Background: an optimization exercise with open tools, aiming at small area. Do not read the settings as production practice.
Where RTL was checked, it was by simulation tests only, not by an equivalence proof against the original.
Function not checked in runs 1, 2, 5 and 6: the RTL went through the layout flow alone.
No activity file was given, so power comes from the tool's default toggle rates.

==> design/flow/design.v <==
module pid_bank (
	input          clk,
	input          rst,
	input          sample,
	input  [7:0]   ch_reset,
	input  [7:0]   k1,
	input  [7:0]   k2,
	input  [7:0]   k3,
	input  [255:0] e_in,
	output [255:0] u_out
);
	reg [255:0] U, E, A, B;
	reg [6:0]   ph;
	reg         run, idl;          
	reg         rt;                
	reg         clr;               
	reg [7:0]   cres;              
	reg [23:0]  kT, kR;
	reg [10:0]  accb;              
	assign u_out = U;
	wire [23:0] k     = {k3, k2, k1};
	wire        bnd   = (ph == 7'd127);
	wire        tick  = sample & ~rst;
	wire [2:0]  ch    = ph[6:4];
	wire        first = (ph[3:0] == 4'd0);
	wire        rot   = run & ~rt;                 
	wire        crm   = rot & cres[ch];           
	wire        mz    = clr | crm;
	wire [1:0] xb = clr ? 2'b00 : (rt ? A[1:0] : E[1:0]);
	wire [1:0] x0 = mz  ? 2'b00 : (rt ? B[1:0] : A[1:0]);
	wire [1:0] x1 = mz  ? 2'b00 : (rt ? E[1:0] : B[1:0]);
	wire [1:0] tU = mz  ? 2'b00 : U[1:0];
	wire [8:0] d1 = {1'b0, kT[7:0]}   - {1'b0, kR[7:0]};
	wire [8:0] d2 = {1'b0, kR[15:8]}  - {1'b0, kT[15:8]};
	wire [8:0] d3 = {1'b0, kT[23:16]} - {1'b0, kR[23:16]};
	function [8:0] pp;
		input [8:0] d;
		input       x;
		pp = x ? {~d[8], d[7:0]} : 9'h100;
	endfunction
	wire [10:0] ab = first ? 11'd1024 : accb;
	wire [12:0] sum = tU + ab + 13'd768
	                + pp(d1, xb[0]) + {pp(d1, xb[1]), 1'b0}
	                + pp(d2, x0[0]) + {pp(d2, x0[1]), 1'b0}
	                + pp(d3, x1[0]) + {pp(d3, x1[1]), 1'b0};
	wire        pend  = run & bnd;                  
	wire [23:0] kR_n  = tick ? 24'd0 : (pend ? kT : kR);
	wire        clr_n = clr & ~pend;
	wire        rt_n  = ~tick & (rt | pend);
	wire        need  = (k != kR_n) | clr_n | ~rt_n;
	wire [1:0] E_in = clr ? 2'b00 : (rot ? B[1:0] & {2{~crm}} : E[1:0]);
	wire [1:0] A_in = clr ? 2'b00 : (rot ? E[1:0] : A[1:0]);
	wire [1:0] B_in = clr ? 2'b00 : (rot ? A[1:0] & {2{~crm}} : B[1:0]);
	always @(posedge clk) begin
		A <= {A_in, A[255:2]};
		B <= {B_in, B[255:2]};
		accb <= sum[12:2];
		U <= ({256{run}} & {sum[1:0], U[255:2]}) | ({256{idl}} & U);
		E <= ({256{tick}} & e_in) | ({256{run}} & {E_in, E[255:2]}) | ({256{~(tick|run)}} & E);
		if (bnd)
			kT <= k;
		if (tick)
			cres <= ch_reset;
		if (rst) begin
			ph  <= 7'd127;
			run <= 1'b0;
			idl <= 1'b1;
			rt  <= 1'b1;
			clr <= 1'b1;
		end else begin
			ph  <= ph + 7'd1;
			kR  <= kR_n;
			rt  <= rt_n;
			if (bnd) begin
				clr <= clr_n;
				run <= need;
				idl <= ~need;
			end
		end
	end
endmodule
==> design/flow/flow/run.sh <==
#!/bin/bash
# Layout flow: the standard flow (standard.sh) with two changes:
#  - the ports are buffered with sky130_fd_sc_hd__buf_1 (buffer_ports
#    -buffer_cell) instead of the cell buffer_ports picks by itself; every
#    port still gets its own buffer;
#  - clock tree synthesis clusters up to 30 registers per leaf buffer.
# The full output of the flow goes to standard.log here.
set -euo pipefail
export BUFFER_PORTS_ARGS="-buffer_cell sky130_fd_sc_hd__buf_1"
export CTS_ARGS="-sink_clustering_enable -repair_clock_nets -buf_list sky130_fd_sc_hd__clkbuf_16 -sink_clustering_size 30 -sink_clustering_max_diameter 80 -sink_buffer_max_cap_derate 1.0"
bash standard.sh > standard.log 2>&1
==> design/flow/standard.sh <==
#!/bin/bash
# synth_recipe.tcl (not shown) runs the flow's synth.tcl, then flattens the netlist and writes it again
# the make line also repeats each setting of config.mk as NAME=value (left out here)
make -C /OpenROAD-flow-scripts/flow DESIGN_CONFIG=/design/flow/config.mk WORK_HOME=/design/flow/orfs CLKGATE_MAP_FILE= SYNTH_SCRIPT=/design/flow/synth_recipe.tcl "${@:-finish}"
==> design/flow/config.mk <==
export PLATFORM = sky130hd
export DESIGN_NAME = pid_bank
export DESIGN_NICKNAME = pid_bank
export VERILOG_FILES = /design/flow/design.v
export SDC_FILE = /design/flow/constraint.sdc
export NUM_CORES = 4
export LEC_CHECK = 0
export CAP_MARGIN = 20
export CORE_MARGIN = 2
export CORE_UTILIZATION = 60
export PLACE_DENSITY = 0.7
export SLEW_MARGIN = 20
==> design/flow/constraint.sdc <==
create_clock -name core_clock -period 20.0 [get_ports {clk}]
set_input_delay 4.0000 -clock core_clock [delete_from_list [all_inputs] [get_ports {clk}]]
set_output_delay 4.0000 -clock core_clock [all_outputs]
set_load 0.01 [all_outputs]
==> results of run 1 <==
==> through the flow <==
stage | power (mW) | std cells | setup WS, ps
finish | 4.46 | 4079 | 13140
global route | 4.71 | 4075 | 12640
global placement | 3.38 | 4002 | 13060
floorplan | 3.20 | 2860 | 13920
detailed placement | 3.42 | 4003 | 12970
CTS | 4.48 | 4063 | 13180
==> kinds of logic after synthesis <==
| kind of cell | share of synthesized area (%) |
|---|---|
| simple gates | 9.17 |
| mux | 0.358 |
| flops | 67.5 |
| xor+xnor | 0.680 |
| fa+ha+maj | 4.76 |
| buf+inv | 3.20 |
| compound gates | 14.3 |
==> worst max-delay path, stage by stage (launching register included) <==
cell,delay [ps]
dfxtp_1,540
mux4_2,550
mux2i_1,390
nor2_1,80
nor2_1,510
nand2_1,350
nor2_1,260
fa_1,470
fa_1,520
fa_1,500
inv_1,50
fa_1,520
inv_1,50
ha_1,260
a21o_1,170
a21oi_1,230
o21bai_1,90
a21oi_1,260
o21ai_0,230
or4b_2,640
nand4b_1,100
==> worst max path at each step <==
stage,start,endpoint,slack (ps),cells past startpoint
6_report,ph[4]$_SDFF_PP1_,accb[10]$_DFF_P_,13140,20
5_1_grt,ph[4]$_SDFF_PP1_,accb[10]$_DFF_P_,12640,21
4_1_cts,ph[4]$_SDFF_PP1_,accb[10]$_DFF_P_,13180,21
3_5_place_dp,rst,E[102]$_DFF_P_,12970,8
3_3_place_gp,rst,E[117]$_DFF_P_,13060,8
2_1_floorplan,rst,run$_SDFFE_PP0N_,13920,9
==> state kept, by name, indices dropped and copies added (netlist names) <==
| name | cells |
|---|---|
| A | 256 |
| cres | 8 |
| ph | 7 |
| E | 256 |
| kR | 24 |
| U | 256 |
| kT | 24 |
| run | 1 |
| accb | 11 |
| clr | 1 |
| rt | 1 |
| idl | 1 |
| B | 256 |
==> layer usage <==
layer | wire [µm] | GRT usage (%) | part of all wire (%)
met5 | 105 | 0 | 0.14
met4 | 3080 | 11.0 | 4.1
met3 | 6380 | 7.36 | 8.4
met2 | 34600 | 39.5 | 46
met1 | 31600 | 33.0 | 42
==> placed cells by master (no fill, tap or decap), types with 5 or more instances in the layout <==
cell | synthesis | routed
a22oi_1 | 256 | 256
nor3_1 | 8 | 8
and2_1 | 10 | 10
edfxtp_1 | 56 | 56
nand4_1 | 18 | 18
a22o_1 | 255 | 255
a21boi_0 | 6 | 6
or4_1 | 10 | 10
nand2_1 | 562 | 562
nand3_1 | 16 | 16
inv_1 | 115 | 118
and3_1 | 18 | 18
buf_1 | 11 | 546
fa_1 | 49 | 49
buf_4 | 1 | 9
clkbuf_16 | 0 | 45
o211ai_1 | 17 | 17
dfxtp_1 | 1046 | 1044
nand2b_1 | 7 | 7
diode_2 | 0 | 15
or2_2 | 9 | 9
nor2_1 | 39 | 38
xor2_1 | 8 | 8
xnor2_1 | 18 | 18
nor2b_1 | 7 | 7
a21oi_1 | 37 | 37
ha_1 | 49 | 49
or3_1 | 7 | 7
a21o_1 | 5 | 5
o21ai_0 | 30 | 30
==> report_power, final <==
part | total, mW | internal (mW) | switching [mW]
Sequential | 2.67 | 2.48 | 0.185
Combinational | 0.715 | 0.274 | 0.441
Clock | 1.08 | 0.424 | 0.654
Total | 4.46 | 3.18 | 1.28
==> cell type report <==
type                            count  area (µm²)  share of cell area, %
Sequential cell                  1102       22600                   60.6
Multi-Input combinational cell   1479        9820                   26.3
Timing Repair Buffer              559        2190                   5.87
Clock buffer                       45        1130                   3.02
Tap cell                          748         936                   2.51
Inverter                          116         443                   1.19
Clock inverter                     15         154                  0.412
Antenna cell                       15        37.5                  0.101
==> impl.org, run 1 <==
** Setup path
- The worst setup path is captured at a register.
- The critical path is of the reg -> reg type.
- Element type at the critical path start :: register
- Critical R2R Launch :: ph[4]$_SDFF_PP1_
- In this run the worst path has a maximum fanout of 10.
- Req. time, crit path :: ~21000 ps
- The worst register-to-register path has a depth of 20.
- R2r endpoint :: accb[10]$_DFF_P_
- Data arrival time of the critical path :: around 7400 ps
- For flop-to-flop paths, the worst setup slack is about 13000 ps.

** CTS
- TritonCTS built the clock tree.
- Clock insertion delay at the later pin of the skew report :: between 500 and 600 ps
- The H-tree was split into 2 levels.
- Largest buffer count on any clock path :: 3
- # hold bufs at CTS :: 0
- Root buffer cell :: clkbuf_16
- Sinks on Clock Net :: ~1100
- Number of buffers inserted during clock tree synthesis :: 45
- Setup Buffers After CTS :: 0
- Clock-pin slew on the worst setup and hold paths :: 110 ps
- Resized Gates After CTS :: 0

** Final layout
- Area of all placed cells without fillers :: between 30000 and 40000 µm²
- Cells fill approximately two thirds of the core in the end.
- Counting the fill cells in the layout gives 4354.
- The net count of the finished layout is 3692.
- Layout overhead on the synthesized area :: 11.4%
- The post-route netlist has 2.77% of its cells at a drive strength greater than 1.

** Global route
- Number of global-route vias before repair :: between 20000 and 25000
- Antenna violations before repair :: 21
- Global routing used 25.4% of the available tracks.
- Pin count of the biggest net entering global routing :: 257
- Wire length of the first global-routing pass :: 116000 µm
- Summed over all layers, the global routing overflow is 0.

** Floorplan
- The floorplan step defined a die boundary enclosing just under 60000 µm².
- During I/O placement, the number of pins put on the boundary was approximately 550.
- Height of the die :: 240 µm
- The floorplan step defined a core boundary enclosing between 50000 and 60000 µm².
- Core Rows :: between 80 and 90
- Initial Util :: 60.7%
- Die outline width :: 240 µm

** Detailed routing
- After detailed routing, the total wire length is ~76000 µm.
- The first routing iteration left approximately 1500 violations.
- Average wire per cell in the routed design :: 18.6 µm
- Average via count per standard cell :: 5.45
- Detail Route Antenna Nets :: 0
- Via count :: ~22000
- For this run, the detailed router's first-pass iteration total came to 6.
- Remaining routing DRC violations :: 0

** Worst hold path
- The worst hold path was traced through 0 stages.
- The worst hold path terminates at B[10]$_DFF_P_.
- Kind of path behind the tightest hold check :: reg -> reg
- Hold path startpoint :: B[12]$_DFF_P_

** Logic synthesis
- Top cells by count, synth :: 1046 x dfxtp_1, 562 x nand2_1, 256 x a22oi_1
- Sequential cells were found to cover between 60% and 70% of the synthesized design area.
- After synthesis, the netlist uses 53 different library cells.
- For this run, the leading register cell type out of synthesis is dfxtp_1.
- The cell count after synthesis came out at about 2900.
- By instance count, the leading cell after synthesis is dfxtp_1.
- The synthesized design contains 1102 register bits.
- Share of synthesized registers carrying an async set or reset :: 0%
- Average size of a mapped cell :: between 10 and 15 µm²
- The share of synthesized area in the top cell type comes to between 60% and 70%.
- In the post-synthesis netlist, the biggest area contributors are dfxtp_1 62%, a22o_1 6.7%, nand2_1 6.3%.
- Net count of the mapped netlist :: around 3200
- The cell area that synthesis handed to floorplanning was 33500 µm².
- For this run, the number of Yosys warnings is 1.
- Summed over all instances, the cell type with the most area after synthesis is dfxtp_1.
- EDFF count, synth :: 56

** Place
- Final weighted congestion in routability-driven placement :: 0.899
- Input and output buffers added on the ports amount to ~550.
- Instance area after placement :: between 30000 and 40000 µm²
- Detailed placement finished with a half-perimeter wire length of 53000 µm.

** Timing
- Actual slew at the worst max-slew pin :: between 1000 and 1500 ps
- The final critical path takes up 34.3% of the cycle.
- Setup violations, final :: 0
- The clock arrives with 30.3 ps of skew.
- TNS Setup :: 0 ps
- Final hold violations :: 0
- The worst path in the final design needs a cycle of a little under 7000 ps, including I/O delays and setup.
- The number of slew-limit violations in the final report came to 0.
- Setup repair after global routing missed its margin :: no
- Worst slew margin relative to its limit :: about a quarter
- Final-layout worst hold slack :: between 200 and 300 ps
- Highest attainable clock frequency :: about 0.15 GHz

** Flow run
- Across the run, the number of max-cap violations was 0.

** Power
- VDD IR max :: between 0.07 and 0.08 mV
- For this design the static power due to leakage is approximately 16 nW.
- Dividing total power by cell area gives a power density of about 120 nW/µm².

** Status
- Outcome :: timing/DRC/antenna clean
==> run 2, diff against run 1 <==
==> design/flow/flow/run.sh (replaced) <==
#!/bin/bash
# Layout flow: the standard flow (standard.sh) with two changes:
#  - the ports are buffered with sky130_fd_sc_hd__buf_1 (buffer_ports
#    -buffer_cell) instead of the cell buffer_ports picks by itself; every
#    port still gets its own buffer;
#  - clock tree synthesis clusters up to 18 registers per leaf buffer.
# The full output of the flow goes to standard.log here.
set -euo pipefail
export BUFFER_PORTS_ARGS="-buffer_cell sky130_fd_sc_hd__buf_1"
export CTS_ARGS="-sink_clustering_enable -repair_clock_nets -buf_list sky130_fd_sc_hd__clkbuf_8 -sink_clustering_size 18 -sink_clustering_max_diameter 60 -sink_buffer_max_cap_derate 1.0"
bash standard.sh > standard.log 2>&1
==> run 2 against run 1 <==
Against the previous run:
- power shrank 1.2%
- worst setup slack improved by 5.7 ps
- via count is 0.90% higher
- core utilization shrank 0.11 points
- clock-buffer cell count increased by 32
- fmax about the same
- largest cell class unchanged
- register-to-register slack is essentially flat
- sequential share of layout area rose by 0.096 points
- synthesized cell count is the same
- area after synthesis unchanged
- combinational power is essentially flat
- non-clock buffer count unchanged
==> impl.org, run 2 <==
** Detailed routing
- The count of nets left with antenna violations once routing finished came out at 0.
- Average wire per cell in the routed design :: roughly 18 µm
- Via count :: ~22000
- The detailed router finished its first iteration with between 1500 and 2000 violations.
- Remaining routing DRC violations :: 0
- For this run, the detailed router's first-pass iteration total came to 8.
- Average via count per standard cell :: approximately 5.4
- Detailed-route wire length :: 75900 µm

** Logic synthesis
- Share of synthesized area occupied by flip-flops and latches :: 67.5%
- Simple-gate share of the synthesized area :: between 9 and 10%
- By count the netlist is led by 1046 x dfxtp_1, 562 x nand2_1, 256 x a22oi_1.
- Of the total synthesized cell area, the portion taken by full adders, half adders and majority gates is 4.76%.
- Mapped Cells :: approximately 2900
- Synthesized-area fraction occupied by ao, oa, aoi and oai cells :: around 14%
- Mux share of post-synthesis cell area :: 0.358%
- Yosys attributes the largest share of cell area to dfxtp_1 62%, a22o_1 6.7%, nand2_1 6.3%.
- Post-synth design cell area :: 33500 µm²
- For this run, the number of Yosys warnings is 1.
- Area share of the largest cell type after synthesis :: roughly 62%
- Largest area contributor in the synthesized netlist :: dfxtp_1
- dfxtp_1 is the most common cell in the netlist.
- In this run, synthesis produced a sequential element count of around 1100.
- Summing the areas of all xor and xnor instances in the mapped netlist gives less than 1% of the synthesized area.
- Counting distinct cell types in the post-synthesis netlist gives 53.
- In the synthesized netlist the async set-or-reset flop fraction comes to 0%.
- A synthesized cell averages around 12 µm².
- Most common flop cell mapped by yosys :: dfxtp_1
- Net count of the mapped netlist :: roughly 3200
- By area, the combinational part of the netlist is dominated by compound AO/OA/AOI/OAI gates.
- Yosys mapped a number of flops with a built-in enable equal to 56.

** CTS
- Clock insertion delay at the later pin of the skew report :: roughly 680 ps
- H-tree lvl count :: 3
- Root buffer cell :: clkbuf_8
- Setup Buffers After CTS :: 0
- Clock-pin slew on the worst setup and hold paths :: around 110 ps
- Buffers inserted to repair hold after CTS numbered 0.
- Once the clock tree was built, the resizer swapped 0 gates to a different size.
- Clock tree synthesis found a total of ~1100 sinks.
- Largest buffer count on any clock path :: 3
- TritonCTS clock tree :: built
- Number of buffers inserted during clock tree synthesis :: 73

** Global route
- Entering global routing, the biggest net connects ~260 pins.
- Global routing consumed, over all layers together, between 20 and 30% of the routing resources.
- The number of global-route vias before repair came to approximately 21000.
- The number of antenna violations at the first check in global routing was 25.
- Wire length of the first global-routing pass :: roughly 120000 µm
- Total congestion overflow :: 0

** Setup path
- Req. time, crit path :: a little over 20000 ps
- Data arrival time of the critical path :: between 7000 and 8000 ps
- Critical Path Sink Type :: register
- Path depth of the worst reg2reg path :: 21
- The setup check on the worst reg-to-reg path leaves a slack of between 10000 and 15000 ps.
- Critical R2R Launch :: ph[4]$_SDFF_PP1_
- Setup CP Type :: reg -> reg
- R2r endpoint :: accb[10]$_DFF_P_
- The worst setup path is launched from a register.
- Top fanout value on the critical path :: 10

** Power
- Static leakage :: around 16 nW
- Pwr dens :: around 120 nW/µm²
- VDD IR max :: between 0.07 and 0.08 mV

** Timing
- Setup repair after global routing missed its margin :: no
- The number of slew-limit violations in the final report was 0.
- Period utilisation layout :: about a third
- Actual slew at the worst max-slew pin :: roughly 1100 ps
- The routed design could run at a clock period as short as 6850 ps.
- In this run the tightest slew margin relative to its limit is around 28%.
- Final hold violations :: 0
- Static timing analysis puts the maximum clock frequency at 0.146 GHz.
- Worst-case clock skew :: 35.0 ps
- Setup violations remaining at the end of the flow were counted as 0.
- In the final timing run, aggregate negative setup slack is 0 ps.

** Final layout
- Layout overhead on the synthesized area :: 11.3%
- In the final layout, the share of cells above drive strength 1 is under 10%.
- The library cell used most frequently in the layout, excluding fill and tap cells, is dfxtp_1.
- Final net count :: 3720
- Layout fillers :: 4398
- Cells fill 67.5% of the core in the end.
- Leaving out fill and tap cells, the most frequent cells in the layout are 1044 x dfxtp_1, 562 x nand2_1, 546 x buf_1, 256 x a22oi_1, 255 x a22o_1.

** Status
- Outcome :: timing/DRC/antenna clean

** Worst hold path
- The tightest min-delay check is of the reg -> reg type.
- Endpoint, Worst Hold :: B[188]$_DFF_P_
- Hold Path Cell Cnt :: 0
- Hold path startpoint :: B[190]$_DFF_P_

** Floorplan
- In this run the horizontal extent of the chip is roughly 240 µm.
- The core region is 55200 µm².
- I/O Pins :: 547
- The floorplan has 86 rows.
- Initial Util :: 60.7%
- The die is between 200 and 250 µm tall.
- Overall die area :: 57800 µm²

** Place
- HPWL after detailed placement :: approximately 53000 µm
- At the end of routability-driven placement, the weighted congestion stood at about 0.9.
- Input and output buffers added on the ports amount to 546.

** Flow run
- The tool flagged a number of max-cap violations equal to 0.
-- run 2: cell count changes in the layout (fill, tap and decap cells not counted), moves of 2 or more --
cell / previous run / this run
clkinv_1: 3 / 1
inv_6: 4 / 2
inv_1: 118 / 121
clkbuf_16: 45 / 0
clkinv_16: 2 / 0
diode_2: 15 / 18
clkbuf_8: 0 / 77
clkinvlp_4: 0 / 4
-- run 2: critical path: stages (launching register included) --
cell	delay [ps]
dfxtp_1	550
mux4_2	550
mux2i_1	380
nor2_1	80
nor2_1	510
nand2_1	350
or2_2	400
fa_1	530
inv_1	50
fa_1	420
inv_1	90
fa_1	430
fa_1	420
inv_1	80
ha_1	220
a21o_1	170
a21oi_1	240
o21bai_1	90
a21oi_1	260
o21ai_0	230
or4b_2	640
nand4b_1	110
-- run 2: cell families (layout without fill, tap and decap cells) --
group                      count (synthesis)  count (layout)
adders and majority gates                 98              98
xor gates and xnor gates                  26              26
DFF                                     1102            1102
and+or+nand+nor                          727             727
buffers and inverters                    279             771
AOI/OAI and AO/OA                        619             619
other                                      0              18
muxes                                      9               9
-- run 2: report_power, final --
| part | leakage, nW | internal, mW | switching [mW] |
|---|---|---|---|
| sequential | 9.06 | 2.48 | 0.184 |
| combinational | 5.87 | 0.274 | 0.439 |
| clock | 0.643 | 0.373 | 0.654 |
-- run 2: worst max-delay path by stage --
stage | to | startpoint
after floorplan | run$_SDFFE_PP0N_ | rst
after global placement | E[117]$_DFF_P_ | rst
after detailed placement | E[102]$_DFF_P_ | rst
after CTS | accb[10]$_DFF_P_ | ph[4]$_SDFF_PP1_
after global routing | accb[10]$_DFF_P_ | ph[4]$_SDFF_PP1_
final | accb[10]$_DFF_P_ | ph[4]$_SDFF_PP1_
-- run 2: stage by stage --
| step | cell area [µm²] | power [mW] | setup slack [ps] | hold slack [ps] | std cells |
|---|---|---|---|---|---|
| CTS | 37200 | 4.44 | 13170 | 316 | 4099 |
| global route | 37300 | 4.66 | 12660 | 309 | 4115 |
| global placement | 36000 | 3.38 | 13060 | 311 | 4002 |
| finish | 37300 | 4.41 | 13150 | 318 | 4118 |
| detailed placement | 36000 | 3.42 | 12970 | 312 | 4003 |
| floorplan | 33500 | 3.20 | 13920 | 310 | 2860 |
-- run 2: area by class of cell --
cell class              count  area (µm²)  area share [%]
clock buffers              77        1060            2.84
multi-input cells        1479        9820            26.4
clock inverters            19         154           0.413
well taps                 748         936            2.51
diodes                     18        45.0           0.121
flip-flops and latches   1102       22600            60.7
inverters                 116         443            1.19
repair buffers            559        2190            5.88
-- run 2: per-layer routing --
| metal | GRT usage, % | part of all wire, % | up-vias |
|---|---|---|---|
| met4 | 11.2 | 3.5 | 18 |
| met5 | 0 | 0.16 | - |
| met1 | 33.0 | 42 | 10730 |
| met2 | 39.8 | 46 | 747 |
| li1 | - | - | 10754 |
| met3 | 7.41 | 8.2 | 165 |
==> run 3, diff against run 2 <==
--- a/design/flow/design.v
+++ b/design/flow/design.v
@@ -45,8 +45,7 @@
 	                + pp(d3, x1[0]) + {pp(d3, x1[1]), 1'b0};
 	wire        pend  = run & bnd;                  
-	wire [23:0] kR_n  = tick ? 24'd0 : (pend ? kT : kR);
 	wire        clr_n = clr & ~pend;
 	wire        rt_n  = ~tick & (rt | pend);
-	wire        need  = (k != kR_n) | clr_n | ~rt_n;
+	wire        need  = (k != kT) | clr_n | ~rt_n;
 	wire [1:0] E_in = clr ? 2'b00 : (rot ? B[1:0] & {2{~crm}} : E[1:0]);
 	wire [1:0] A_in = clr ? 2'b00 : (rot ? E[1:0] : A[1:0]);
@@ -70,5 +69,8 @@
 		end else begin
 			ph  <= ph + 7'd1;
-			kR  <= kR_n;
+			if (tick)
+				kR <= 24'd0;
+			else if (pend)
+				kR <= kT;
 			rt  <= rt_n;
 			if (bnd) begin
--- a/design/flow/config.mk
+++ b/design/flow/config.mk
@@ -8,5 +8,5 @@
 export CAP_MARGIN = 20
 export CORE_MARGIN = 2
-export CORE_UTILIZATION = 60
-export PLACE_DENSITY = 0.7
+export CORE_UTILIZATION = 75
+export PLACE_DENSITY = 0.85
 export SLEW_MARGIN = 20
==> run 3 against run 2 <==
Against the previous run:
- via count shrank 0.23%
- clock-buffer cell count shrank 2
- design area fell by 1.3%
- synthesized cell count is 2.4% lower
- sequential power about the same
- sequential share of layout area grew 0.82 points
- still clean on timing, DRC and antenna
- worst hold slack improved by 5.0 ps
- critical path depth is 3 lower
==> impl.org, run 3 <==
** CTS
- In this run the clock root is driven by a clkbuf_8.
- Clock-pin slew on the worst setup and hold paths :: 100 ps
- Resized Gates After CTS :: 0
- Clock insertion delay at the later pin of the skew report :: 680 ps
- Setup Buffers After CTS :: 0
- # hold bufs at CTS :: 0
- CTS built an H-tree with a depth of 3.
- TritonCTS built the clock tree.
- No sink is reached through more buffers than the 3 on the longest clock path.
- Sinks on Clock Net :: around 1100
- The number of clock buffers added by TritonCTS is between 70 and 80.

** Final layout
- The library cell used most frequently in the layout, excluding fill and tap cells, is dfxtp_1.
- Final net count :: roughly 3700
- Layout overhead on the synthesized area :: 10.8%
- The filler cells instantiated in the layout total roughly 2500.
- In the final layout, the share of cells above drive strength 1 is about 3.7%.
- Once layout is done, the placed cells without fillers occupy around 37000 µm².
- Top library cells by usage in the layout, fill and taps aside :: 1044 x dfxtp_1, 546 x buf_1, 532 x nand2_1, 256 x a22oi_1, 255 x a22o_1

** Power
- Power spread over the standard cell area amounts to 119 nW/µm².
- Per report_power, the clock group accounts for a little under a quarter of the total.
- Switching power summed over all nets :: about 1.3 mW
- Design internal power :: just over 3 mW
- Registers are responsible for ~61% of the overall power.
- Static leakage :: approximately 15 nW
- The worst-case IR drop observed on VDD is between 0.08 and 0.09 mV.
- Switching power as a share of total power :: between 20% and 30%
- In this run, the combinational gates consume between 10% and 20% of the power.

** Global route
- The number of antenna violations at the first check in global routing is 22.
- Total congestion overflow :: 0
- Entering global routing, the biggest net connects 257 pins.
- Number of global-route vias before repair :: 21909
- In the global route stage, overall resource usage came out at about a third.
- Wire length of the first global-routing pass :: about 120000 µm

** Timing
- Worst slew margin relative to its limit :: between 10% and 20%
- Dividing the final minimum period by the clock period gives between 30 and 40%.
- Setup violations remaining at the end of the flow were counted as 0.
- Highest attainable clock frequency :: approximately 0.15 GHz
- Across all hold checks on the routed design, the worst slack comes to approximately 320 ps.
- Subtracting the final worst setup slack from the clock period gives 6600 ps.
- The number of endpoints with negative hold slack in the final report is 0.
- Actual slew at the worst max-slew pin :: 1330 ps
- The clock arrives with 22.1 ps of skew.
- Setup repair after global routing missed its margin :: no
- For the final routed database, the setup TNS stands at 0 ps.
- Slew Viols, Final :: 0

** Logic synthesis
- Seq cells post-synth :: between 1000 and 1500
- Cell variety after synth :: 52
- Share of synthesized registers carrying an async set or reset :: 0%
- Top cells by count, synth :: 1046 x dfxtp_1, 532 x nand2_1, 256 x a22oi_1
- Net count of the mapped netlist :: approximately 3200
- Most common cell in the netlist :: dfxtp_1
- For this run, the register share of the synthesized area comes to about two thirds.
- Largest area contributor in the synthesized netlist :: dfxtp_1
- In this run the cell area of the synthesized design comes to approximately 33000 µm².
- Most common flop cell mapped by yosys :: dfxtp_1
- Number of warnings printed during yosys synthesis :: 1
- Average size of a mapped cell :: approximately 12 µm²
- Cell types with the largest area share after synthesis :: dfxtp_1 63%, a22o_1 6.7%, nand2_1 6.0%
- EDFF count, synth :: 56
- Mapped Cells :: ~2800
- The synthesized design devotes to its leading area cell type about 63% of total area.

** Setup path
- The setup path with the least slack is of type reg -> reg.
- Data arrival time of the critical path :: 7140 ps
- Traced cell by cell, the critical path runs through mux4_2, mux2_2, a21oi_2, nand2_1, or3_1, fa_1, inv_1, fa_1, fa_1, inv_1, fa_1, inv_1, ha_1, nand3_1, o211ai_1, or4_1, a2111o_1, o311ai_0.
- Among the stages of the critical path, the cell type that occurs most often is fa_1.
- Critical Path Sink Type :: register
- Delay contributed by the slowest stage of the critical path :: 570 ps
- Along the worst path, the maximum fanout reaches 12.
- Element type at the critical path start :: register
- In this run the critical register-to-register path is launched from ph[4]$_SDFF_PP1_.
- Crit path max-delay cell type :: a21oi_2
- Req. time, crit path :: 20540 ps
- In this run the worst setup path begins at ph[4]$_SDFF_PP1_.

** Detailed routing
- Detailed-route wire length :: 76600 µm
- For this run, the detailed router's first-pass iteration total came to 6.
- The count of nets left with antenna violations once routing finished came out at 0.
- Remaining routing DRC violations :: 0
- Average wire per cell in the routed design :: slightly below 20 µm
- Average via count per standard cell :: approximately 5.7
- Number of DRC markers in iteration 0 :: between 2000 and 2500
- The final route contains 22363 vias.

** Floorplan
- Die outline width :: 214 µm
- After floorplanning, the core was sized to cover 43900 µm².
- Initial Util :: approximately three quarters
- Core Rows :: a little under 80
- The floorplan step set the die height to between 200 and 250 µm.
- The die covers between 40000 and 50000 µm².
- Pin placement for this block handled about 550 I/O pins.

** Place
- Instance area after placement :: around 36000 µm²
- During placement, the flow inserted port buffers numbering 546.
- Final weighted congestion in routability-driven placement :: about 0.92
- The wire-length estimate of the detail-placed layout is around 53000 µm.

** Worst hold path
- The tightest min-delay check is of the reg -> reg type.
- Hold path startpoint :: A[117]$_DFF_P_

** Status
- Outcome :: timing/DRC/antenna clean

** Flow run
- Number of max-cap violations :: 0
## run 3: cell count changes in the layout (fill, tap and decap cells not counted), moves of 17 or more
cell	before	now
nor2_1	38	55
and3_1	18	1
nand2_1	562	532
nor2b_1	7	24
a21oi_1	37	12
inv_1	121	104
xor2_1	8	29
## run 3: path summary, 6_finish.rpt
path                            to  slack, ps  cells past startpoint
setup / recovery  accb[10]$_DFF_P_      13400                     18
hold / removal      A[115]$_DFF_P_        320                      0
setup reg to reg  accb[10]$_DFF_P_      13400                     18
hold reg to reg     A[115]$_DFF_P_        320                      0
## run 3: cells by family (layout without fill, tap and decap cells)
kind of cell             count (synthesis)  count (layout)  synth area share (%)
adder cells (fa/ha/maj)                 98              98                  4.80
flip-flops                            1102            1102                  68.1
XOR/XNOR                                44              44                  1.16
multiplexers                            13              13                 0.486
other                                    0              21                     0
AND/OR/NAND/NOR                        707             707                  8.83
AO/OA/AOI/OAI                          574             574                  13.7
buffers and inverters                  253             745                  2.87
## run 3: layout make-up
cell class                      instances  area [µm²]  share of cell area, %
Sequential cell                      1102       22600                   61.5
Multi-Input combinational cell       1436        9650                   26.2
Inverter                              101         379                   1.03
Clock buffer                           75        1030                   2.81
Clock inverter                         15         149                  0.405
Tap cell                              592         741                   2.01
Antenna cell                           21        52.6                  0.143
Timing Repair Buffer                  554        2150                   5.84
## run 3: routing by layer
metal	track usage, %	routed length (µm)	share of wire, %	up-vias
met1	41.9	31000	40	10707
li1	-	-	-	10477
met2	52.3	36000	47	960
met5	0	13	0.017	-
met3	8.00	5920	7.7	217
met4	16.5	3610	4.7	2
## run 3: worst max-delay path, delay by kind of cell, from the launching register on
kind | cells | cell delay, ps
compound gates | 4 | 1250
fa+ha+maj | 5 | 2380
buf+inv | 3 | 170
flops | 1 | 450
mux | 2 | 840
simple gates | 4 | 1370
## run 3: per-stage QoR
stage | cells | total power, mW | utilization, % | setup WS [ps]
2_1_floorplan | 2791 | 3.16 | - | 14220
3_3_place_gp | 3785 | 3.31 | 80.9 | 13690
3_5_place_dp | 3785 | 3.38 | 80.9 | 13520
4_1_cts | 3875 | 4.38 | 83.6 | 13500
5_1_grt | 3895 | 4.58 | 83.7 | 13200
6_report | 3896 | 4.38 | 83.7 | 13400
## run 3: power groups by stage
stage	clock network, mW	logic (mW)	registers (mW)
2_1_floorplan	0	0.525	2.63
3_3_place_gp	0	0.632	2.68
3_5_place_dp	0	0.686	2.69
4_1_cts	1.04	0.694	2.65
5_1_grt	1.11	0.786	2.68
6_report	1.02	0.704	2.65
==> run 4, diff against run 3 <==
--- a/design/flow/design.v
+++ b/design/flow/design.v
@@ -39,6 +39,6 @@
 		pp = x ? {~d[8], d[7:0]} : 9'h100;
 	endfunction
-	wire [10:0] ab = first ? 11'd1024 : accb;
-	wire [12:0] sum = tU + ab + 13'd768
+	wire [10:0] ab = first ? 11'd768 : accb;
+	wire [12:0] sum = tU + ab
 	                + pp(d1, xb[0]) + {pp(d1, xb[1]), 1'b0}
 	                + pp(d2, x0[0]) + {pp(d2, x0[1]), 1'b0}
==> run 4 against run 3 <==
Against the previous run:
- still clean on timing, DRC and antenna
- sequential cell count unchanged
- global-route usage decreased by 0.25 points
- design area decreased by 0.37%
- critical path type unchanged
- largest power group unchanged
==> impl.org, run 4 <==
** Logic synthesis
- Average size of a mapped cell :: around 12 µm²
- After synthesis, the netlist uses between 50 and 60 different library cells.
- Synthesized-area fraction occupied by ao, oa, aoi and oai cells :: 13.7%
- Largest family of logic cells by synthesized area :: compound AO/OA/AOI/OAI gates
- Of the synthesized area, sequential elements account for 68.3%.
- The cell area that synthesis handed to floorplanning was around 33000 µm².
- Largest area contributor in the synthesized netlist :: dfxtp_1
- Most common flop cell mapped by yosys :: dfxtp_1
- Seq cells post-synth :: about 1100
- Of the total synthesized cell area, the portion taken by XOR and XNOR cells is 1.24%.
- Share of synthesized registers carrying an async set or reset :: 0%
- Area share of the largest cell type after synthesis :: between 60% and 70%
- Synthesis handed over a netlist of approximately 2800 instances.
- In this run, synthesis inferred 56 flip-flops with an integrated enable.
- Top cells by count, synth :: 1046 x dfxtp_1, 531 x nand2_1, 256 x a22o_1
- By area the synthesized netlist is led by dfxtp_1 63%, a22o_1 6.8%, nand2_1 6.0%.
- Simple-gate share of the synthesized area :: between 8 and 9%
- Number of warnings printed during yosys synthesis :: 1
- By instance count, the leading cell after synthesis is dfxtp_1.
- After synthesis, the share of cell area in mux cells is 0.495%.
- Net count of the mapped netlist :: 3164
- Of the total synthesized cell area, the portion taken by full adders, half adders and majority gates is 4.64%.

** Floorplan
- The floorplan step defined a die boundary enclosing between 40000 and 50000 µm².
- Pin placement for this block handled 547 I/O pins.
- The core region is roughly 44000 µm².
- Once the floorplan was initialized, standard cells occupied approximately three quarters of the core.
- From bottom edge to top edge, the die measures approximately 210 µm.
- Core Rows :: 77
- Die outline width :: about 210 µm

** Detailed routing
- Average wire per cell in the routed design :: between 15 and 20 µm
- Wires add up to about 76000 µm.
- Once detail routing completed, the nets flagged for antenna violations numbered 0.
- Remaining routing DRC violations :: 0
- Via count :: approximately 22000
- Number of DRC markers in iteration 0 :: approximately 2000
- Using the TritonRoute via totals, the vias-per-cell ratio works out to roughly 5.7.
- For this run, the detailed router's first-pass iteration total came to 6.

** Place
- Buffers added on ports :: 546
- Final weighted congestion in routability-driven placement :: roughly 0.99
- After legalization and detailed placement, the total HPWL measured around 54000 µm.
- Worst setup slack before clock tree synthesis :: ~13000 ps

** Final layout
- The final layout contains between 3000 and 4000 nets.
- The filler cells instantiated in the layout total 2454.
- The top cell types in the final layout, fill and taps aside, are 1044 x dfxtp_1, 546 x buf_1, 531 x nand2_1, 256 x a22o_1, 255 x a22oi_1.
- Fraction of layout instances using a drive strength above 1 :: about 3.5%
- Layout overhead on the synthesized area :: 10.6%
- Leading cell type in the layout, fill and taps excluded :: dfxtp_1

** CTS
- TritonCTS clock tree :: built
- In this run the deepest clock path goes through 3 buffers.
- For the worst-skew pair, the clock arrives at the later sink with an insertion delay of 660 ps.
- The clock net in this run drives a total of around 1100 sinks.
- Root buffer cell :: clkbuf_8
- Clock-pin slew on the worst setup and hold paths :: about 110 ps
- The number of hold buffers added after CTS was 0.
- In this run the number of H-tree levels came out at 3.
- After clock tree synthesis, the setup repair step added 0 buffers.
- Resized Gates After CTS :: 0
- In this run, CTS created clock tree buffers numbering 72.

** Timing
- Timing would allow up to 0.150 GHz.
- Setup repair after global routing missed its margin :: no
- Final hold violations :: 0
- Worst-case clock skew :: 28.0 ps
- TNS Setup :: 0 ps
- Slack of the critical path :: about 13000 ps
- At the pin with the least slew margin, the transition time is roughly 1200 ps.
- Counting I/O delays and the setup requirement, the final critical path takes approximately 6600 ps.
- After layout, the worst path uses between 30% and 40% of the clock period.
- Setup violations remaining at the end of the flow were counted as 0.
- Slew Viols, Final :: 0
- Worst slew margin relative to its limit :: 18.1%

** Setup path
- The critical path is of the reg -> reg type.
- Crit path max-delay cell type :: dfxtp_4
- The most numerous cell type found on the critical path is fa_1.
- In this run the critical register-to-register path is captured at accb[10]$_DFF_P_.
- At the worst endpoint, the required time is just over 20000 ps.
- STA classifies the critical path startpoint as a register.
- The startpoint identified for the worst register-to-register timing path is run$_SDFFE_PP0N_.
- Delay contributed by the slowest stage of the critical path :: 1060 ps
- Top fanout value on the critical path :: about 100
- Walking the worst path, the cells encountered are inv_1, nor2_1, a21oi_2, nand2_1, nor2_1, fa_1, inv_1, fa_1, fa_1, fa_1, inv_1, ha_1, fa_1, a21oi_1, o211ai_1, or4_1, a2111o_1, o211ai_1.
- The worst setup path is captured at a register.
- Data arrival time of the critical path :: between 7000 and 8000 ps
- The worst register-to-register path has a setup slack of between 10000 and 15000 ps.
- The worst register-to-register path has a depth of 18.

** Worst hold path
- Endpoint, Worst Hold :: A[216]$_DFF_P_
- The worst hold path begins at A[218]$_DFF_P_.
- Hold Path Cell Cnt :: 0
- The worst hold path belongs to the class reg -> reg.

** Power
- In this run the power spent charging and discharging nets is ~1.2 mW.
- Static leakage :: 15.3 nW
- Relative contribution of the clock network to total power :: between 20% and 30%
- Pwr dens :: approximately 120 nW/µm²
- In this run switching power makes up between 20% and 30% of total power.
- Cell internal power was estimated by the tool at slightly above 3 mW.
- Fraction of power consumed by combinational cells :: between 10% and 20%
- Post-route total power :: ~4.3 mW
- Across the VDD grid, the largest voltage drop is approximately 0.079 mV.
- Of the total power, registers draw around three fifths.

** Status
- Outcome :: timing/DRC/antenna clean

** Flow run
- Number of max-cap violations :: 0

** Global route
- Total congestion overflow :: 0
- Total global-route track usage :: 32.4%
- Entering global routing, the biggest net connects ~260 pins.
- Antenna violations before repair :: 15
- Wire length of the first global-routing pass :: 118000 µm
- The number of global-route vias before repair came to between 20000 and 25000.
## run 4: changes by cell type after synthesis, moves of 5 or more
cell      previous run  this run
ha_1                49        43
nor3_1              13        18
nor2b_1             24        32
inv_1              101        86
or3_1               10         5
buf_1                4        15
o21ai_0             20        10
nor2_1              57        69
clkbuf_1           147       137
and2_1              14         2
## run 4: routing by layer
metal  vias to the layer above  GRT usage (%)  part of all wire [%]
met3                       212           8.03                   7.9
met5                         -              0                 0.054
met4                         6           18.0                   5.6
li1                      10428              -                     -
met1                     10613           40.9                    40
met2                       915           51.8                    47
## run 4: final cells by class
cell class | count | area, µm² | area share, %
inverter | 86 | 323 | 0.881
tap | 592 | 741 | 2.02
sequential | 1102 | 22600 | 61.7
multi-input combinational | 1438 | 9640 | 26.3
clock buffer | 76 | 1050 | 2.85
antenna | 16 | 40.0 | 0.109
timing repair buffer | 556 | 2150 | 5.87
clock inverter | 12 | 78.8 | 0.215
## run 4: per-stage QoR
stage | instance area, µm² | util, % | hold slack, ps | instances
after floorplan | 33100 | - | 310 | 2780
after global placement | 35500 | 80.8 | 311 | 3774
after detailed placement | 35500 | 80.8 | 312 | 3774
after CTS | 36600 | 83.3 | 318 | 3862
after global routing | 36600 | 83.4 | 326 | 3876
final | 36600 | 83.4 | 313 | 3878
## run 4: worst max-delay path by stage
| stage | from | cells after the start | to |
|---|---|---|---|
| after floorplan | ph[4]$_SDFF_PP1_ | 19 | accb[10]$_DFF_P_ |
| after global placement | rst | 6 | idl$_SDFFE_PP1N_ |
| after detailed placement | rst | 6 | idl$_SDFFE_PP1N_ |
| after CTS | run$_SDFFE_PP0N_ | 18 | accb[10]$_DFF_P_ |
| after global routing | run$_SDFFE_PP0N_ | 18 | accb[10]$_DFF_P_ |
| final | run$_SDFFE_PP0N_ | 18 | accb[10]$_DFF_P_ |
## run 4: cell families after synthesis
group	Yosys count
buffers and inverters	240
adder cells (fa/ha/maj)	93
AO/OA/AOI/OAI	567
AND/OR/NAND/NOR	718
flip-flops	1102
multiplexers	13
XOR/XNOR	47
## run 4: power by group through the flow
stage / sequential, mW / clock [mW] / combinational [mW]
3_3_place_gp: 2.68 / 0 / 0.614
3_5_place_dp: 2.69 / 0 / 0.656
5_1_grt: 2.68 / 1.08 / 0.750
4_1_cts: 2.65 / 1.00 / 0.660
6_report: 2.65 / 0.985 / 0.668
2_1_floorplan: 2.63 / 0 / 0.506
## run 4: worst max-delay path: cells and delay by family, from the launching register on
family                     cells  cell delay (ps)
AOI/OAI and AO/OA              5             1110
adders and majority gates      6             2710
buffers and inverters          3              370
DFF                            1             1060
and+or+nand+nor                4             1310
==> run 5, diff against run 4 <==
--- a/design/flow/design.v
+++ b/design/flow/design.v
@@ -39,13 +39,14 @@
 		pp = x ? {~d[8], d[7:0]} : 9'h100;
 	endfunction
-	wire [10:0] ab = first ? 11'd768 : accb;
-	wire [12:0] sum = tU + ab
+	wire [10:0] ab = first ? 11'd1024 : accb;
+	wire [12:0] sum = tU + ab + 13'd768
 	                + pp(d1, xb[0]) + {pp(d1, xb[1]), 1'b0}
 	                + pp(d2, x0[0]) + {pp(d2, x0[1]), 1'b0}
 	                + pp(d3, x1[0]) + {pp(d3, x1[1]), 1'b0};
 	wire        pend  = run & bnd;                  
+	wire [23:0] kR_n  = tick ? 24'd0 : (pend ? kT : kR);
 	wire        clr_n = clr & ~pend;
 	wire        rt_n  = ~tick & (rt | pend);
-	wire        need  = (k != kT) | clr_n | ~rt_n;
+	wire        need  = (k != kR_n) | clr_n | ~rt_n;
 	wire [1:0] E_in = clr ? 2'b00 : (rot ? B[1:0] & {2{~crm}} : E[1:0]);
 	wire [1:0] A_in = clr ? 2'b00 : (rot ? E[1:0] : A[1:0]);
@@ -69,8 +70,5 @@
 		end else begin
 			ph  <= ph + 7'd1;
-			if (tick)
-				kR <= 24'd0;
-			else if (pend)
-				kR <= kT;
+			kR  <= kR_n;
 			rt  <= rt_n;
 			if (bnd) begin
==> design/flow/flow/run.sh (replaced) <==
#!/bin/bash
# Layout flow: the standard flow (standard.sh) with two changes:
#  - the ports are buffered with sky130_fd_sc_hd__buf_1 (buffer_ports
#    -buffer_cell) instead of the cell buffer_ports picks by itself; every
#    port still gets its own buffer;
#  - clock tree synthesis clusters up to 20 registers per leaf buffer.
# The full output of the flow goes to standard.log here.
set -euo pipefail
export BUFFER_PORTS_ARGS="-buffer_cell sky130_fd_sc_hd__buf_1"
export CTS_ARGS="-sink_clustering_enable -repair_clock_nets -buf_list sky130_fd_sc_hd__clkbuf_8 -sink_clustering_size 20 -sink_clustering_max_diameter 60 -sink_buffer_max_cap_derate 1.0"
bash standard.sh > standard.log 2>&1
==> run 5 against run 4 <==
Against the previous run:
- still clean
- via count grew 5.3%
- worst setup slack lost 230 ps
- clock-buffer cell count shrank 6
- clock skew is essentially flat
- highest routed layer unchanged
==> impl.org, run 5 <==
** Status
- Outcome :: timing/DRC/antenna clean

** Setup path
- STA puts the critical path data required time at 20600 ps.
- For the worst setup path, the data arrival time is ~7500 ps.
- The critical path goes through mux4_2, mux2i_1, nor2_1, nor2_1, nand2_1, or2_2, fa_1, inv_1, fa_1, inv_1, fa_1, fa_1, inv_1, ha_1, a21o_1, a21oi_1, o21bai_1, a21oi_1, o21ai_0, or4b_2, nand4b_1.
- Element type at the critical path start :: register
- Startpoint of the worst setup timing path :: ph[4]$_SDFF_PP1_
- Top fanout value on the critical path :: 10
- Crit path max-delay cell type :: or4b_2
- The critical path ends at accb[10]$_DFF_P_.
- Critical R2R Launch :: ph[4]$_SDFF_PP1_
- The setup check on the worst reg-to-reg path leaves a slack of between 10000 and 15000 ps.
- Counting stages on the worst path, the most repeated cell is fa_1.
- On the worst path, the slowest cell contributes a delay of about 650 ps.
- The worst register-to-register path ends at accb[10]$_DFF_P_.
- For the worst flop-to-flop path, the logic depth is 21.
- Setup CP Type :: reg -> reg
- STA classifies the critical path endpoint as a register.

** Logic synthesis
- Average size of a mapped cell :: roughly 12 µm²
- Mapped Cells :: around 2900
- EDFF count, synth :: 56
- Sorting the synthesized cells by how often they occur yields 1046 x dfxtp_1, 562 x nand2_1, 256 x a22oi_1.
- The most used flip-flop cell after synthesis is dfxtp_1.
- For this run, the number of Yosys warnings is 1.
- Post-synth design cell area :: around 34000 µm²
- Share of synthesized registers carrying an async set or reset :: 0%
- The netlist uses 53 different library cells.
- Of the post-synthesis cell area, the dominant cell type holds ~62%.
- Net count of the mapped netlist :: about 3200
- Most common cell in the netlist :: dfxtp_1
- The share of the Yosys chip area taken by registers is 67.5%.
- Largest area contributor in the synthesized netlist :: dfxtp_1
- After synthesis, the cell types taking the most area are dfxtp_1 62%, a22o_1 6.7%, nand2_1 6.3%.
- Seq cells post-synth :: about 1100

** Timing
- Setup violations remaining at the end of the flow were counted as 0.
- The number of slew-limit violations in the final report came to 0.
- Final Critical Period :: around 6900 ps
- TNS Setup :: 0 ps
- Worst slew margin relative to its limit :: between 20% and 30%
- Actual slew at the worst max-slew pin :: about 1200 ps
- Static timing analysis puts the maximum clock frequency at about 0.15 GHz.
- Setup slack on the critical path of the routed design comes to 13120 ps.
- Period utilisation layout :: approximately a third
- The number of endpoints with negative hold slack in the final report is 0.
- Setup repair after global routing left no endpoint under its margin.
- Worst-case clock skew :: roughly 28 ps

** Final layout
- Leaving out fill and tap cells, the most frequent cell in the layout is dfxtp_1.
- In the final layout, the share of cells above drive strength 1 is around 3.5%.
- Final net count :: approximately 3700
- Area of all placed cells without fillers :: approximately 37000 µm²
- Leaving out fill and tap cells, the most frequent cells in the layout are 1044 x dfxtp_1, 562 x nand2_1, 546 x buf_1, 256 x a22oi_1, 255 x a22o_1.
- After filler insertion, the fill cell instance count of the layout stands at between 2000 and 2500.
- Layout overhead on the synthesized area :: 10.2%

** Power
- Dividing total power by cell area gives a power density of approximately 120 nW/µm².
- VDD IR max :: 0.0959 mV
- Summed over all cells, the static leakage comes to between 15 and 20 nW.

** Global route
- The number of global-route vias before repair is between 20000 and 25000.
- The number of antenna violations at the first check in global routing was 14.
- Total congestion overflow :: 0
- Wire length of the first global-routing pass :: roughly 130000 µm
- Entering global routing, the biggest net connects 257 pins.
- Total global-route track usage :: a little over a third

** CTS
- Number of buffers inserted during clock tree synthesis :: 66
- Root buffer cell :: clkbuf_8
- For this design, the CTS-stage hold fixing added 0 buffers.
- Clock-pin slew on the worst setup and hold paths :: around 120 ps
- CTS saw about 1100 sinks.
- Resized Gates After CTS :: 0
- H-tree lvl count :: 3
- Largest buffer count on any clock path :: 3
- The number of setup buffers added after CTS is 0.
- TritonCTS clock tree :: built
- At the later pin of the worst-skew pair, clock insertion delay measures between 600 and 700 ps.

** Detailed routing
- Detailed-route wire length :: 82600 µm
- In the routed design, unresolved DRC markers number 0.
- Summing over every cut layer, the via total after detailed routing is ~23000.
- The detailed router finished its first iteration with approximately 2500 violations.
- TritonRoute pass-1 iters :: 8
- In the routed layout, each cell is associated on average with a via count of between 5 and 6.
- Average wire per cell in the routed design :: between 20 and 25 µm
- Detail Route Antenna Nets :: 0

** Floorplan
- The floorplan step defined a core boundary enclosing approximately 44000 µm².
- The floorplan has 77 rows.
- Initial Util :: between 70% and 80%
- 547 I/O pins were placed.
- Overall die area :: 46400 µm²
- From left edge to right edge, the die measures between 200 and 250 µm.
- Height of the die :: 215 µm

** Place
- Buffers added on ports :: between 500 and 600
- Instance area after placement :: 35800 µm²
- Routability-driven placement finished with a final weighted congestion of about 1.0.
- Detailed placement finished with a half-perimeter wire length of between 50000 and 60000 µm.
- Worst setup slack before clock tree synthesis :: about 13000 ps

** Worst hold path
- The worst hold path belongs to the class reg -> reg.

** Flow run
- Number of max-cap violations :: 0
-- run 5: cell types whose count changed after synthesis, moves of 17 or more --
| cell | previous run | this run |
|---|---|---|
| a21oi_1 | 11 | 37 |
| inv_1 | 86 | 115 |
| nand2_1 | 531 | 562 |
| nand4_1 | 1 | 18 |
| nor2_1 | 69 | 39 |
| nor2b_1 | 32 | 7 |
| o21ai_0 | 10 | 30 |
| xor2_1 | 31 | 8 |
-- run 5: critical path, delay by kind of cell (launching register included) --
kind                     cells  cell delay [ps]
adder cells (fa/ha/maj)      5             2060
AND/OR/NAND/NOR              6             1970
multiplexers                 2             1000
AO/OA/AOI/OAI                5              990
flip-flops                   1              540
buffers and inverters        3              240
-- run 5: final cells by class --
type / count / area [µm²] / share of cell area (%)
diodes: 18 / 45.0 / 0.122
clock buffers: 70 / 963 / 2.61
clock inverters: 13 / 82.6 / 0.224
inverters: 116 / 443 / 1.20
multi-input cells: 1479 / 9820 / 26.6
flip-flops and latches: 1102 / 22600 / 61.3
well taps: 592 / 741 / 2.01
repair buffers: 559 / 2200 / 5.97
-- run 5: per-stage QoR --
stage / power (mW) / cells / utilization (%) / hold slack [ps]
5_1_grt: 4.61 / 3942 / 83.7 / 338
4_1_cts: 4.39 / 3930 / 83.5 / 329
6_report: 4.40 / 3949 / 83.7 / 322
2_1_floorplan: 3.20 / 2860 / - / 310
3_5_place_dp: 3.45 / 3847 / 81.2 / 312
3_3_place_gp: 3.37 / 3846 / 81.1 / 311
-- run 5: cells by family (layout without fill, tap and decap cells) --
logic type,after synthesis,in the layout,share of synthesized area [%]
buffers and inverters,279,758,3.20
AO/OA/AOI/OAI,619,619,14.3
adder cells (fa/ha/maj),98,98,4.76
XOR/XNOR,26,26,0.680
multiplexers,9,9,0.358
AND/OR/NAND/NOR,727,727,9.17
flip-flops,1102,1102,67.5
other,0,18,0
-- run 5: worst min-delay path by stage --
stage | from | end | depth (start not counted)
global placement | B[92]$_DFF_P_ | B[90]$_DFF_P_ | 0
CTS | A[111]$_DFF_P_ | A[109]$_DFF_P_ | 0
global route | B[165]$_DFF_P_ | B[163]$_DFF_P_ | 0
finish | A[122]$_DFF_P_ | A[120]$_DFF_P_ | 0
floorplan | A[2]$_DFF_P_ | A[0]$_DFF_P_ | 0
detailed placement | B[120]$_DFF_P_ | B[118]$_DFF_P_ | 0
-- run 5: layer usage --
layer  global-route usage (%)  vias to the layer above  routed length, µm
met1                     43.2                    11242              31400
met4                     16.5                        6               3770
met2                     57.7                     1111              40200
met5                        0                        -                 43
li1                         -                    10735                  -
met3                     8.61                      249               7160
-- run 5: where the power goes --
group / switching (mW) / internal [mW]
clock: 0.641 / 0.324
combinational: 0.480 / 0.277
sequential: 0.194 / 2.49
==> run 6, diff against run 5 <==
==> design/flow/flow/run.sh (replaced) <==
#!/bin/bash
# Layout flow: the standard flow (standard.sh) with two changes:
#  - the ports are buffered with sky130_fd_sc_hd__buf_1 (buffer_ports
#    -buffer_cell) instead of the cell buffer_ports picks by itself; every
#    port still gets its own buffer;
#  - clock tree synthesis clusters up to 10 registers per leaf buffer.
# The full output of the flow goes to standard.log here.
set -euo pipefail
export BUFFER_PORTS_ARGS="-buffer_cell sky130_fd_sc_hd__buf_1"
export CTS_ARGS="-sink_clustering_enable -repair_clock_nets -buf_list sky130_fd_sc_hd__clkbuf_4 -sink_clustering_size 10 -sink_clustering_max_diameter 40 -sink_buffer_max_cap_derate 1.0"
bash standard.sh > standard.log 2>&1
--- a/design/flow/config.mk
+++ b/design/flow/config.mk
@@ -8,5 +8,5 @@
 export CAP_MARGIN = 20
 export CORE_MARGIN = 2
-export CORE_UTILIZATION = 75
-export PLACE_DENSITY = 0.85
+export CORE_UTILIZATION = 60
+export PLACE_DENSITY = 0.7
 export SLEW_MARGIN = 20
==> run 6 against run 5 <==
Against the previous run:
- design area increased by 2.2%
- core utilization decreased by 15 points
- area after synthesis unchanged
- combinational power decreased by 5.7%
- critical path depth unchanged
- clock skew increased by 19 ps
- power increased by 4.4%
- fmax increased by 0.48%
- synthesized cell count unchanged
- global-route usage decreased by 8.6 points
- first-iteration DRC count decreased by 40%
- critical path type unchanged
- largest power group unchanged
==> impl.org, run 6 <==
** Logic synthesis
- Post-synth design cell area :: 33500 µm²
- Net count of the mapped netlist :: 3249
- After synthesis the netlist holds a flip-flop and latch count of 1102.
- After synthesis, the most frequently instantiated cells are 1046 x dfxtp_1, 562 x nand2_1, 256 x a22oi_1.
- Share of synthesized registers carrying an async set or reset :: 0%
- Most common flop cell mapped by yosys :: dfxtp_1
- Of all cell types, the one taking the most synthesized area is dfxtp_1.
- Mapped Cells :: 2860
- The most common cell in the synthesized netlist is dfxtp_1.
- EDFF count, synth :: 56
- Counting distinct cell types in the post-synthesis netlist gives 53.
- Summed over its instances, the top area cell type makes up approximately 62% of the synthesized netlist area.
- Sorting the synthesized cells by area gives the leading types as dfxtp_1 62%, a22o_1 6.7%, nand2_1 6.3%.
- Average size of a mapped cell :: approximately 12 µm²
- For this run, the number of Yosys warnings is 1.
- Share of synthesized area occupied by flip-flops and latches :: 67.5%

** CTS
- Counting the buffers created by CTS gives between 100 and 150.
- H-tree lvl count :: 4
- TritonCTS built the clock tree.
- Clock-pin slew on the worst setup and hold paths :: around 110 ps
- In this run, post-CTS repair resized a total of 0 instances.
- In this run the post-CTS setup repair buffer count came out at 0.
- Root buffer cell :: clkbuf_4
- Largest buffer count on any clock path :: 3
- The clock reaches the later pin of the worst-skew pair after a little under 1000 ps.
- # hold bufs at CTS :: 0
- Sinks on Clock Net :: 1102

** Detailed routing
- Via count :: about 23000
- Remaining routing DRC violations :: 0
- In this run, the number of DRC markers left after iteration 0 of detailed routing was 1500.
- After detailed routing, the average wire length per cell comes to about 18 µm.
- The routed design has 77000 µm of wire.
- TritonRoute pass-1 iters :: 6
- Detail Route Antenna Nets :: 0
- Average via count per standard cell :: about 5.4

** Status
- Outcome :: timing/DRC/antenna clean

** Final layout
- Fraction of layout instances using a drive strength above 1 :: under 10%
- Layout fillers :: roughly 4400
- Top library cells by usage in the layout, fill and taps aside :: 1044 x dfxtp_1, 562 x nand2_1, 546 x buf_1, 256 x a22oi_1, 255 x a22o_1
- Final net count :: between 3000 and 4000
- Leading cell type in the layout, fill and taps excluded :: dfxtp_1
- Flip-flop and latch area :: roughly 23000 µm²
- Non-filler instance count after layout :: between 4000 and 5000
- Area taken by multi-input logic gates :: between 9000 and 10000 µm²
- Layout overhead on the synthesized area :: 12.6%

** Global route
- Entering global routing, the biggest net connects roughly 260 pins.
- The first global-routing pass estimated about 120000 µm of wire.
- The number of antenna violations at the first check in global routing came to 25.
- For this run the aggregate overflow at the end of global routing stands at 0.
- Number of global-route vias before repair :: about 22000
- Global routing used between 20% and 30% of the available tracks across all layers.

** Setup path
- The setup path with the least slack is of type reg -> reg.
- Crit path cell chain :: mux4_2, mux2i_1, nor2_1, nor2_1, nand2_1, or2_2, fa_1, inv_1, fa_1, inv_1, fa_1, fa_1, inv_1, ha_1, a21o_1, a21oi_1, o21bai_1, a21oi_1, o21ai_0, or4b_2, nand4b_1
- The setup check on the worst reg-to-reg path leaves a slack of about 13000 ps.
- Most repeated library cell on the critical path :: fa_1
- For the worst flop-to-flop path, the logic depth is 21.
- Delay contributed by the slowest stage of the critical path :: between 600 and 700 ps
- For this design, the slowest cell found on the critical path is or4b_2.
- Data arrival time of the critical path :: a little under 8000 ps
- Along the worst path, the maximum fanout reaches 10.
- Element type at the critical path start :: register
- In this run the critical register-to-register path is launched from ph[4]$_SDFF_PP1_.
- Critical Path Sink Type :: register
- STA puts the critical path data required time at roughly 21000 ps.
- The worst register-to-register path ends at accb[10]$_DFF_P_.

** Flow run
- Number of max-cap violations :: 0

** Floorplan
- Measured along the y axis, the die boundary spans around 240 µm.
- I/O Pins :: around 550
- Standard cell core area :: about 55000 µm²
- The initialized floorplan defines between 80 and 90 standard-cell rows.
- Die outline width :: approximately 240 µm
- Once the floorplan was initialized, standard cells occupied between 60% and 70% of the core.
- The die covers ~58000 µm².

** Timing
- Worst-case clock skew :: roughly 47 ps
- Setup repair after global routing missed its margin :: no
- Actual slew at the worst max-slew pin :: ~1300 ps
- Worst slew margin relative to its limit :: between 10% and 20%
- The number of slew-limit violations in the final report is 0.
- TNS Setup :: 0 ps
- Period utilisation layout :: around a third
- Final hold violations :: 0
- Final-layout worst hold slack :: roughly 310 ps
- Setup violations, final :: 0
- For this run, the top clock speed supported by timing is between 0.1 and 0.15 GHz.
- Final Critical Period :: ~7000 ps

** Worst hold path
- Hold path startpoint :: B[95]$_DFF_P_
- For hold timing, the worst endpoint is B[93]$_DFF_P_.
- Counting instances, the worst hold path has a depth of 0.
- In this run the worst hold path is classified as reg -> reg.

** Power
- Static leakage :: 15.9 nW
- Part of the power in registers :: between 50% and 60%
- The clock network accounts for between 20% and 30% of the total power.
- VDD IR max :: roughly 0.075 mV
- In this run the power spent charging and discharging nets is around 1.3 mW.
- Pwr dens :: around 120 nW/µm²
- Switching power as a share of total power :: between 20% and 30%
- Design internal power :: approximately 3.3 mW
- The share of total power dissipated in combinational logic is about 16%.

** Place
- Total instance count after detailed placement :: between 4000 and 5000
- At the end of routability-driven placement, the weighted congestion stood at 0.899.
- After legalization and detailed placement, the total HPWL measured 53000 µm.
- During placement, the flow inserted port buffers numbering between 500 and 600.
==> run 6: cell counts after synthesis <==
No cell type changed its count.
==> run 6: how the worst max path moves through the flow <==
stage,to,start,depth (start not counted)
after floorplan,run$_SDFFE_PP0N_,rst,9
after global placement,E[117]$_DFF_P_,rst,8
after detailed placement,E[102]$_DFF_P_,rst,8
after CTS,accb[10]$_DFF_P_,ph[4]$_SDFF_PP1_,21
after global routing,accb[10]$_DFF_P_,ph[4]$_SDFF_PP1_,21
final,accb[10]$_DFF_P_,ph[4]$_SDFF_PP1_,21
==> run 6: cell type report <==
cell class,count,share of cell area [%]
clock inverter,47,1.32
timing repair buffer,559,5.81
inverter,116,1.17
multi-input combinational,1479,26.0
clock buffer,156,3.10
sequential,1102,60.0
tap,748,2.48
antenna,21,0.139
==> run 6: power by group through the flow <==
stage	Combinational, mW	Clock [mW]	Sequential (mW)
final	0.715	1.21	2.67
after CTS	0.710	1.25	2.67
after floorplan	0.555	0	2.65
after detailed placement	0.708	0	2.71
after global routing	0.818	1.35	2.71
after global placement	0.671	0	2.71
==> run 6: kinds of logic after synthesis <==
kind of cell | synth area share, %
AOI/OAI and AO/OA | 14.3
adders and majority gates | 4.76
DFF | 67.5
xor gates and xnor gates | 0.680
and+or+nand+nor | 9.17
buffers and inverters | 3.20
muxes | 0.358
==> run 6: metrics by stage <==
stage	instance area [µm²]	util, %	setup WS (ps)	power, mW
CTS	37700	68.2	13170	4.62
floorplan	33500	-	13920	3.20
global route	37700	68.4	12660	4.87
finish	37700	68.4	13160	4.59
detailed placement	36000	65.2	12970	3.42
global placement	36000	65.2	13060	3.38
==> run 6: critical path, delay by kind of cell (launching register included) <==
family	cells	cell delay (ps)
DFF	1	540
AOI/OAI and AO/OA	5	970
adders and majority gates	5	2020
and+or+nand+nor	6	2090
buffers and inverters	3	210
muxes	2	940
==> run 6: routing by layer <==
metal | vias up | global-route usage (%) | share of wire (%)
li1 | 10983 | - | -
met1 | 10801 | 32.9 | 41
met2 | 805 | 40.1 | 46
met3 | 173 | 9.58 | 8.9
met4 | 16 | 12.8 | 3.7
met5 | - | 0 | 0.15

-- separate check: timing with driven ports --
Ports are ideal in the flow. The routed layouts listed here were re-timed in OpenROAD.
Step 1 sets driving cells, clkbuf_16 on the clock port and buf_2 on the other inputs (assumed; they add their load-dependent delay and slew).
Step 2 also shifts input and output timing later by t, the mid clock arrival at the registers, as if the neighbouring blocks saw the same clock.
a / b / c = ideal / step 1 / step 2; a / b = the first two.
| run | shift t [ns] | setup WS [ns] | hold slack, ns | latest minus earliest clock arrival (ns) |
|---|---|---|---|---|
| run 1 | 0.651 | 13.144 / 13.144 / 12.952 | 0.293 / 0.293 / 0.293 | 0.053 / 0.053 |
| run 2 | 0.724 | 13.150 / 13.150 / 12.970 | 0.318 / 0.318 / 0.318 | 0.041 / 0.041 |
| run 3 | 0.729 | 13.402 / 13.402 / 13.315 | 0.323 / 0.323 / 0.323 | 0.034 / 0.034 |
| run 4 | 0.695 | 13.352 / 13.352 / 13.352 | 0.313 / 0.313 / 0.313 | 0.037 / 0.036 |
| run 5 | 0.710 | 13.124 / 13.124 / 13.007 | 0.322 / 0.322 / 0.322 | 0.045 / 0.045 |
| run 6 | 1.029 | 13.157 / 13.157 / 12.763 | 0.311 / 0.311 / 0.311 | 0.056 / 0.056 |
After both steps every run listed still meets setup and hold. For run 6, which loses most, drivers alone change the setup slack by 0.000 ns; drivers and shift together by -0.394 ns.
